Background: an optimization exercise with open tools, aiming at small area. Do not read the settings as production practice.
Where RTL was checked, it was by simulation tests only, not by an equivalence proof against the original.
The clock port is modelled as an ideal driver, which makes a skipped or thinned clock tree look cheaper than it is; a real chip needs a root buffer or a tree.
No activity file was given, so power comes from the tool's default toggle rates.

the baseline:
==> flow/design.v <==
module elevator_controller #(
  parameter N = 8,
  parameter NUM_CLK_DELAY = 1024
  )(
  input                    clk,     
  input                    rst_n,   
  input  [N-1:0]           button_up,
  input  [N-1:0]           button_down,
  input                    button_close,
  input                    button_open,
  input  [N-1:0]           button_select_floor,
  input  [N-1:0]           floor_sensor,
  input                    overweight_sensor,
  input                    fire_alert,
  output                   close_door,
  output                   open_door,
  output                   motor_up,
  output                   motor_down,
  output reg               direction_up,
  output reg               direction_down
);
  localparam CHECK = 2'b00, UP = 2'b01, DOWN = 2'b10, OPEN = 2'b11;
  localparam CW = $clog2(NUM_CLK_DELAY);
  reg  [1:0] state;
  reg  [2:0] floor_reg;
  reg  [CW-1:0] elapsed;
  reg           done;
  reg  [2:0] cf;
  integer i;
  always @(*) begin
    cf = floor_reg;
    for (i = 0; i < N; i = i + 1)
      if (floor_sensor[i]) cf = i;
  end
  wire [N-1:0] rq = button_select_floor | button_up | button_down;
  reg higher, lower;
  always @(*) begin
    higher = 1'b0;
    lower  = 1'b0;
    for (i = 0; i < N; i = i + 1) begin
      if (i > cf) higher = higher | rq[i];
      if (i < cf) lower  = lower  | rq[i];
    end
  end
  wire rq_c   = rq[cf];
  wire up_c   = button_up[cf];
  wire down_c = button_down[cf];
  wire up_floor   = ({1'b0, cf} == {1'b0, floor_reg} + 4'd1);
  wire down_floor = ({1'b0, cf} + 4'd1 == {1'b0, floor_reg});
  wire s_check = (state == CHECK);
  wire s_open  = (state == OPEN);
  assign motor_up   = (state == UP);
  assign motor_down = (state == DOWN);
  wire hold = overweight_sensor | button_open;
  assign close_door = s_open & ~hold & (button_close | done);
  assign open_door  = s_open & ~close_door;
  wire inc = s_open & ~hold & ~button_close;
  wire open_req = rq_c & (up_c ? ~direction_down : (~down_c | ~direction_up));
  wire init = s_check & ~fire_alert & open_req;
  reg [1:0] next_state;
  always @(*) begin
    case (state)
      CHECK:
        if (fire_alert | open_req)               next_state = OPEN;
        else if (higher & ~direction_down)       next_state = UP;
        else if (lower & ~higher & ~direction_up) next_state = DOWN;
        else                                     next_state = CHECK;
      UP:   next_state = up_floor   ? CHECK : UP;
      DOWN: next_state = down_floor ? CHECK : DOWN;
      default: next_state = close_door ? CHECK : OPEN;
    endcase
  end
  always @(posedge clk or negedge rst_n) begin
    if (~rst_n) begin
      state          <= CHECK;
      floor_reg      <= 3'd0;
      direction_up   <= 1'b0;
      direction_down <= 1'b0;
      done           <= 1'b1;
    end else begin
      state     <= next_state;
      floor_reg <= cf;
      if (up_floor) begin
        direction_up   <= (cf != N-1);
        direction_down <= 1'b0;
      end else if (down_floor) begin
        direction_up   <= 1'b0;
        direction_down <= (cf != 0);
      end else begin
        direction_up   <= direction_up & (up_c | higher);
        direction_down <= direction_down & (down_c | lower);
      end
      done <= ~init & (done | (inc & (&elapsed)));
    end
  end
  always @(posedge clk) begin
    if (init)
      elapsed <= {CW{1'b0}};
    else if (inc)
      elapsed <= elapsed + 1'b1;
  end
endmodule
Settings: LEC_CHECK=0, CAP_MARGIN=0, CORE_AREA=2.3 2.72 59.8 59.84, DIE_AREA=0 0 62 62, GPL_TIMING_DRIVEN=0, SLEW_MARGIN=0; clock period 10.0 ns.
standard.sh (not shown) runs the stock make flow with config.mk's settings and CLKGATE_MAP_FILE= SYNTH_SCRIPT=/design/flow/synth_recipe.tcl, a recipe that flattens the netlist after the stock synthesis.
==> flow/flow/run.sh <==
#!/bin/bash
# Own layout flow: the standard ORFS flow (standard.sh), with these changes:
#  - synthesis maps logic with an area-oriented ABC script (flow/abc.script.in):
#    it is run with several deepsyn seeds, and the seed giving the smallest
#    netlist is used for the layout; no half/full-adder extraction step
#  - port buffers use the smallest buffer cell
#  - the clock tree is one buffer driving all flip-flops
#    (flow/post_cts.tcl collapses the tree CTS builds)
# Each tool's full output goes to the ORFS logs under orfs/logs (and
# trial_N/orfs/logs for the synthesis trials); make's own output goes to
# flow.log and trial_N/make.log.
set -euo pipefail
W=$PWD
SEEDS="$(seq -s " " 0 31)"
JOBS=${NUM_CORES:-4}

make_scripts() {  # $1 = folder, $2 = seed
  rm -rf "$1/scripts"
  mkdir -p "$1"
  cp -r "$FLOW_HOME/scripts" "$1/scripts"
  sed "s/@SEED@/$2/" "$W/flow/abc.script.in" > "$1/scripts/abc_speed.script"
}

# synthesis trials, JOBS at a time
n=0
for S in $SEEDS; do
  T="$W/trial_$S"
  make_scripts "$T" "$S"
  ( bash standard.sh "SCRIPTS_DIR=$T/scripts" "ADDER_MAP_FILE=" "WORK_HOME=$T/orfs" synth \
      > "$T/make.log" 2>&1 || true ) &
  n=$((n + 1))
  if (( n % JOBS == 0 )); then wait; fi
done
wait

BEST=""; BEST_AREA=""
for S in $SEEDS; do
  R="$W/trial_$S/orfs/reports/sky130hd/elevator_controller/base/synth_stat.txt"
  [[ -f $R ]] || continue
  A=$(awk '/Chip area for module/ {print $NF}' "$R" | tail -1)
  echo "trial seed $S: synth area $A" | tee -a "$W/trials.log"
  if [[ -z $BEST ]] || awk -v a="$A" -v b="$BEST_AREA" 'BEGIN{exit !(a < b)}'; then
    BEST=$S; BEST_AREA=$A
  fi
done
[[ -n $BEST ]] || { echo "no synthesis trial finished"; exit 1; }
echo "using seed $BEST (synth area $BEST_AREA)" | tee -a "$W/trials.log"

make_scripts "$W" "$BEST"
CTS="-sink_clustering_enable -repair_clock_nets -buf_list {sky130_fd_sc_hd__clkbuf_4} -root_buf sky130_fd_sc_hd__clkbuf_4 -dont_use_dummy_load"
bash standard.sh "SCRIPTS_DIR=$W/scripts" "ADDER_MAP_FILE=" \
  "BUFFER_PORTS_ARGS=-buffer_cell sky130_fd_sc_hd__buf_1" \
  "CTS_ARGS=$CTS" "POST_CTS_TCL=$W/flow/post_cts.tcl" \
  "POST_CTS_ROOT_CELL=sky130_fd_sc_hd__buf_6" finish > "$W/flow.log" 2>&1
# trial folders are only needed for their logs
for S in $SEEDS; do rm -rf "$W/trial_$S/orfs/results" "$W/trial_$S/orfs/objects" "$W/trial_$S/scripts"; done
Other scripts of this flow, unchanged in this note and not shown: flow/flow/abc.script.in, flow/flow/post_cts.tcl
## Diff of input files: the candidate against the baseline
--- a/flow/design.v
+++ b/flow/design.v
@@ -19,7 +19,7 @@
   output reg               direction_up,
   output reg               direction_down
 );
-  localparam CHECK = 2'b00, UP = 2'b01, DOWN = 2'b10, OPEN = 2'b11;
+  localparam CHECK = 2'b00, UP = 2'b10, DOWN = 2'b11, OPEN = 2'b01;
   localparam CW = $clog2(NUM_CLK_DELAY);
   reg  [1:0] state;
   reg  [2:0] floor_reg;
[summary]
Re total DRC errors in the routed layout: no difference whatsoever between the candidate and the baseline. The sequential power of the candidate falls short of that of the baseline by about 2%. The candidate ended with less fraction of power consumed by combinational cells than the baseline. Between the candidate and the baseline, it is the candidate whose routed length on met2 is lower, by 18%. The candidate ended up with more standard cells than the baseline. Total vias in the final route: the candidate lower than the baseline. Compared with the baseline, routed wire length in the candidate decreased by more than 10%. The candidate: no failed stages, no open violations at the end. Changes observed in the candidate relative to the baseline: critical path depth lower, hold slack higher.
For the candidate, only the layout was checked, not whether the RTL still works.

========
RTL: the design.v shown in full above, as it stands there.
export LEC_CHECK = 0
export CAP_MARGIN = 0
export CORE_AREA = 2.3 2.72 59.8 59.84
export DIE_AREA = 0 0 62 62
export GPL_TIMING_DRIVEN = 0
export SLEW_MARGIN = 0
create_clock -name core_clock -period 10.0 [get_ports {clk}]
==> flow/flow/run.sh <==
#!/bin/bash
# Own layout flow: the standard ORFS flow (standard.sh), with these changes:
#  - synthesis maps logic with an area-oriented ABC script (flow/abc.script)
#    and without the half/full-adder extraction step
#  - port buffers use the smallest buffer cell
#  - the clock tree is one clock buffer driving all flip-flops
#    (flow/post_cts.tcl collapses the tree CTS builds)
# Each tool's full output goes to the ORFS logs under orfs/logs; make's own
# output goes to flow.log.
set -euo pipefail
W=$PWD
rm -rf "$W/scripts"
cp -r "$FLOW_HOME/scripts" "$W/scripts"
cp "$W/flow/abc.script" "$W/scripts/abc_speed.script"
CTS="-sink_clustering_enable -repair_clock_nets -buf_list {sky130_fd_sc_hd__clkbuf_4} -root_buf sky130_fd_sc_hd__clkbuf_4 -dont_use_dummy_load"
bash standard.sh "SCRIPTS_DIR=$W/scripts" "ADDER_MAP_FILE=" \
  "BUFFER_PORTS_ARGS=-buffer_cell sky130_fd_sc_hd__buf_1" \
  "CTS_ARGS=$CTS" "POST_CTS_TCL=$W/flow/post_cts.tcl" \
  "POST_CTS_ROOT_CELL=sky130_fd_sc_hd__clkbuf_8" finish > "$W/flow.log" 2>&1
Other scripts of this flow, unchanged in this note and not shown: flow/flow/abc.script, flow/flow/post_cts.tcl
==> next run, changes <==
--- a/flow/design.v
+++ b/flow/design.v
@@ -25,5 +25,6 @@
   reg  [2:0] floor_reg;
   reg  [CW-1:0] elapsed;
-  reg           done;
+  reg           running;
+  wire          done = ~running;
   reg  [2:0] cf;
   integer i;
@@ -77,5 +78,5 @@
       direction_up   <= 1'b0;
       direction_down <= 1'b0;
-      done           <= 1'b1;
+      running        <= 1'b0;
     end else begin
       state     <= next_state;
@@ -91,5 +92,5 @@
         direction_down <= direction_down & (down_c | lower);
       end
-      done <= ~init & (done | (inc & (&elapsed)));
+      running <= init | (running & ~(inc & (&elapsed)));
     end
   end
What happened: Routed wire length grows by a few percent. Clock skew hardly moves. Power shrinks slightly. Worst hold slack is worse by 0.0046 ns. Clock-buffer cell count does not change.
No functional check of the RTL was part of the second run of this note.

========
Another version of the RTL of elevator_controller (not shown whole).
For scale: roughly 150 cells after synthesis.
==> module elevator_controller, before the edit <==
module elevator_controller #(
  parameter N = 8,
  parameter NUM_CLK_DELAY = 1024
  )(
  input                    clk,     
  input                    rst_n,   
  input  [N-1:0]           button_up,
  input  [N-1:0]           button_down,
  input                    button_close,
  input                    button_open,
  input  [N-1:0]           button_select_floor,
  input  [N-1:0]           floor_sensor,
  input                    overweight_sensor,
  input                    fire_alert,
  output                   close_door,
  output                   open_door,
  output                   motor_up,
  output                   motor_down,
  output reg               direction_up,
  output reg               direction_down
);
  localparam CHECK = 2'b00, UP = 2'b01, DOWN = 2'b10, OPEN = 2'b11;
  localparam CW = $clog2(NUM_CLK_DELAY);
  reg  [1:0] state;
  reg  [2:0] floor_reg;
  reg  [CW-1:0] elapsed;
  reg           done;
  reg  [2:0] cf;
  integer i;
  wire [2:0] fr_bin = ~floor_reg;
  always @(*) begin
    cf = fr_bin;
    for (i = 0; i < N; i = i + 1)
      if (floor_sensor[i]) cf = i;
  end
  wire [N-1:0] rq = button_select_floor | button_up | button_down;
  reg higher, lower;
  always @(*) begin
    higher = 1'b0;
    lower  = 1'b0;
    for (i = 0; i < N; i = i + 1) begin
      if (i > cf) higher = higher | rq[i];
      if (i < cf) lower  = lower  | rq[i];
    end
  end
  wire rq_c   = rq[cf];
  wire up_c   = button_up[cf];
  wire down_c = button_down[cf];
  wire up_floor   = ({1'b0, cf} == {1'b0, fr_bin} + 4'd1);
  wire down_floor = ({1'b0, cf} + 4'd1 == {1'b0, fr_bin});
  wire s_check = (state == CHECK);
  wire s_open  = (state == OPEN);
  assign motor_up   = (state == UP);
  assign motor_down = (state == DOWN);
  wire hold = overweight_sensor | button_open;
  assign close_door = s_open & ~hold & (button_close | done);
  assign open_door  = s_open & ~close_door;
  wire inc = s_open & ~hold & ~button_close;
  wire open_req = rq_c & (up_c ? ~direction_down : (~down_c | ~direction_up));
  wire init = s_check & ~fire_alert & open_req;
  reg [1:0] next_state;
  always @(*) begin
    case (state)
      CHECK:
        if (fire_alert | open_req)               next_state = OPEN;
        else if (higher & ~direction_down)       next_state = UP;
        else if (lower & ~higher & ~direction_up) next_state = DOWN;
        else                                     next_state = CHECK;
      UP:   next_state = up_floor   ? CHECK : UP;
      DOWN: next_state = down_floor ? CHECK : DOWN;
      default: next_state = close_door ? CHECK : OPEN;
    endcase
  end
  always @(posedge clk or negedge rst_n) begin
    if (~rst_n) begin
      state          <= CHECK;
      floor_reg      <= 3'b111;
      direction_up   <= 1'b0;
      direction_down <= 1'b0;
      done           <= 1'b1;
    end else begin
      state     <= next_state;
      floor_reg <= ~cf;
      if (up_floor) begin
        direction_up   <= (cf != N-1);
        direction_down <= 1'b0;
      end else if (down_floor) begin
        direction_up   <= 1'b0;
        direction_down <= (cf != 0);
      end else begin
        direction_up   <= direction_up & (up_c | higher);
        direction_down <= direction_down & (down_c | lower);
      end
      done <= ~init & (done | (inc & (&elapsed)));
    end
  end
  always @(posedge clk) begin
    if (init)
      elapsed <= {CW{1'b0}};
    else if (inc)
      elapsed <= elapsed + 1'b1;
  end
endmodule
Settings: LEC_CHECK=0, CAP_MARGIN=0, CORE_AREA=2.3 2.72 59.8 59.84, DIE_AREA=0 0 62 62, GPL_TIMING_DRIVEN=0, SLEW_MARGIN=0; clock period 10.0 ns.
==> flow/flow/run.sh <==
#!/bin/bash
# Own layout flow: the standard ORFS flow (standard.sh), with these changes:
#  - synthesis maps logic with an area-oriented ABC script (flow/abc.script.in):
#    it is run with several deepsyn seeds, and the seed giving the smallest
#    netlist is used for the layout; no half/full-adder extraction step
#  - port buffers use the smallest buffer cell
#  - the clock tree is one buffer driving all flip-flops
#    (flow/post_cts.tcl collapses the tree CTS builds)
# Each tool's full output goes to the ORFS logs under orfs/logs (and
# trial_N/orfs/logs for the synthesis trials); make's own output goes to
# flow.log and trial_N/make.log.
set -euo pipefail
W=$PWD
SEEDS="$(seq -s " " 0 31)"
JOBS=${NUM_CORES:-4}

make_scripts() {  # $1 = folder, $2 = seed
  rm -rf "$1/scripts"
  mkdir -p "$1"
  cp -r "$FLOW_HOME/scripts" "$1/scripts"
  sed "s/@SEED@/$2/" "$W/flow/abc.script.in" > "$1/scripts/abc_speed.script"
}

# synthesis trials, JOBS at a time
n=0
for S in $SEEDS; do
  T="$W/trial_$S"
  make_scripts "$T" "$S"
  ( bash standard.sh "SCRIPTS_DIR=$T/scripts" "ADDER_MAP_FILE=" "WORK_HOME=$T/orfs" synth \
      > "$T/make.log" 2>&1 || true ) &
  n=$((n + 1))
  if (( n % JOBS == 0 )); then wait; fi
done
wait

BEST=""; BEST_AREA=""
for S in $SEEDS; do
  R="$W/trial_$S/orfs/reports/sky130hd/elevator_controller/base/synth_stat.txt"
  [[ -f $R ]] || continue
  A=$(awk '/Chip area for module/ {print $NF}' "$R" | tail -1)
  echo "trial seed $S: synth area $A" | tee -a "$W/trials.log"
  if [[ -z $BEST ]] || awk -v a="$A" -v b="$BEST_AREA" 'BEGIN{exit !(a < b)}'; then
    BEST=$S; BEST_AREA=$A
  fi
done
[[ -n $BEST ]] || { echo "no synthesis trial finished"; exit 1; }
echo "using seed $BEST (synth area $BEST_AREA)" | tee -a "$W/trials.log"

make_scripts "$W" "$BEST"
CTS="-sink_clustering_enable -repair_clock_nets -buf_list {sky130_fd_sc_hd__clkbuf_4} -root_buf sky130_fd_sc_hd__clkbuf_4 -dont_use_dummy_load"
bash standard.sh "SCRIPTS_DIR=$W/scripts" "ADDER_MAP_FILE=" \
  "BUFFER_PORTS_ARGS=-buffer_cell sky130_fd_sc_hd__buf_1" \
  "CTS_ARGS=$CTS" "POST_CTS_TCL=$W/flow/post_cts.tcl" \
  "POST_CTS_ROOT_CELL=sky130_fd_sc_hd__buf_6" finish > "$W/flow.log" 2>&1
# trial folders are only needed for their logs
for S in $SEEDS; do rm -rf "$W/trial_$S/orfs/results" "$W/trial_$S/orfs/objects" "$W/trial_$S/scripts"; done
Other scripts of this flow, unchanged in this note and not shown: flow/flow/abc.script.in, flow/flow/post_cts.tcl
Rerun with:
--- a/flow/design.v
+++ b/flow/design.v
@@ -24,11 +24,10 @@
   reg  [1:0] state;
   reg  [2:0] floor_reg;
-  reg  [CW-1:0] elapsed;
+  reg  [CW-1:0] left;
   reg           done;
   reg  [2:0] cf;
   integer i;
-  wire [2:0] fr_bin = ~floor_reg;
   always @(*) begin
-    cf = fr_bin;
+    cf = floor_reg;
     for (i = 0; i < N; i = i + 1)
       if (floor_sensor[i]) cf = i;
@@ -47,6 +46,6 @@
   wire up_c   = button_up[cf];
   wire down_c = button_down[cf];
-  wire up_floor   = ({1'b0, cf} == {1'b0, fr_bin} + 4'd1);
-  wire down_floor = ({1'b0, cf} + 4'd1 == {1'b0, fr_bin});
+  wire up_floor   = ({1'b0, cf} == {1'b0, floor_reg} + 4'd1);
+  wire down_floor = ({1'b0, cf} + 4'd1 == {1'b0, floor_reg});
   wire s_check = (state == CHECK);
   wire s_open  = (state == OPEN);
@@ -75,5 +74,5 @@
     if (~rst_n) begin
       state          <= CHECK;
-      floor_reg      <= 3'b111;
+      floor_reg      <= 3'd0;
       direction_up   <= 1'b0;
       direction_down <= 1'b0;
@@ -81,5 +80,5 @@
     end else begin
       state     <= next_state;
-      floor_reg <= ~cf;
+      floor_reg <= cf;
       if (up_floor) begin
         direction_up   <= (cf != N-1);
@@ -92,12 +91,12 @@
         direction_down <= direction_down & (down_c | lower);
       end
-      done <= ~init & (done | (inc & (&elapsed)));
+      done <= ~init & (done | (inc & ~(|left)));
     end
   end
   always @(posedge clk) begin
     if (init)
-      elapsed <= {CW{1'b0}};
+      left <= {CW{1'b1}};
     else if (inc)
-      elapsed <= elapsed + 1'b1;
+      left <= left - 1'b1;
   end
 endmodule
Design area came out lower slightly.
Total power went up by about a fifth.
Wire length grows by roughly a tenth.
Die area stays the same.
Worst setup slack loses 300 ps.
Hold slack gets worse by 16 ps.
Sequential cell count is unchanged.
No run of this note included a check of the RTL's function; only the layout flow was run.

==> what the ideal ports hide <==
No port has a modelled driver above. Below, the same layouts with a new extraction and two added sets of constraints.
Step 1 assumes that a clkbuf_16 drives the clock port and a buf_2 every other input.
Step 2 times the ports against the registers' clock, not the clock port: input delays grow and output delays shrink by t, the midpoint of the rising clock arrivals with the driver on.
Three values: ideal ports, drivers, drivers and shift; two values: the first two.
run	shift t [ns]	slack for setup (ns)	latest minus earliest clock arrival (ns)	slew at the worst register clock pin (ns)
the baseline	0.161	4.733 / 4.727 / 4.566	0.001 / 0.002	0.11 / 0.11
the candidate	0.164	4.891 / 4.868 / 4.868	0.004 / 0.004	0.11 / 0.11
the first run of note 2	0.180	5.312 / 5.290 / 5.245	0.002 / 0.002	0.11 / 0.11
the second run of note 2	0.180	4.049 / 4.053 / 3.873	0.002 / 0.002	0.10 / 0.10
the first run of note 3	0.163	5.244 / 5.222 / 5.203	0.002 / 0.001	0.12 / 0.12
the second run of note 3	0.166	4.939 / 4.943 / 4.777	0.002 / 0.001	0.12 / 0.12
After both steps every run listed still meets setup and hold. The setup slack of the second run of note 2, which loses most, moves by +0.004 ns with the drivers and by -0.176 ns with both steps.
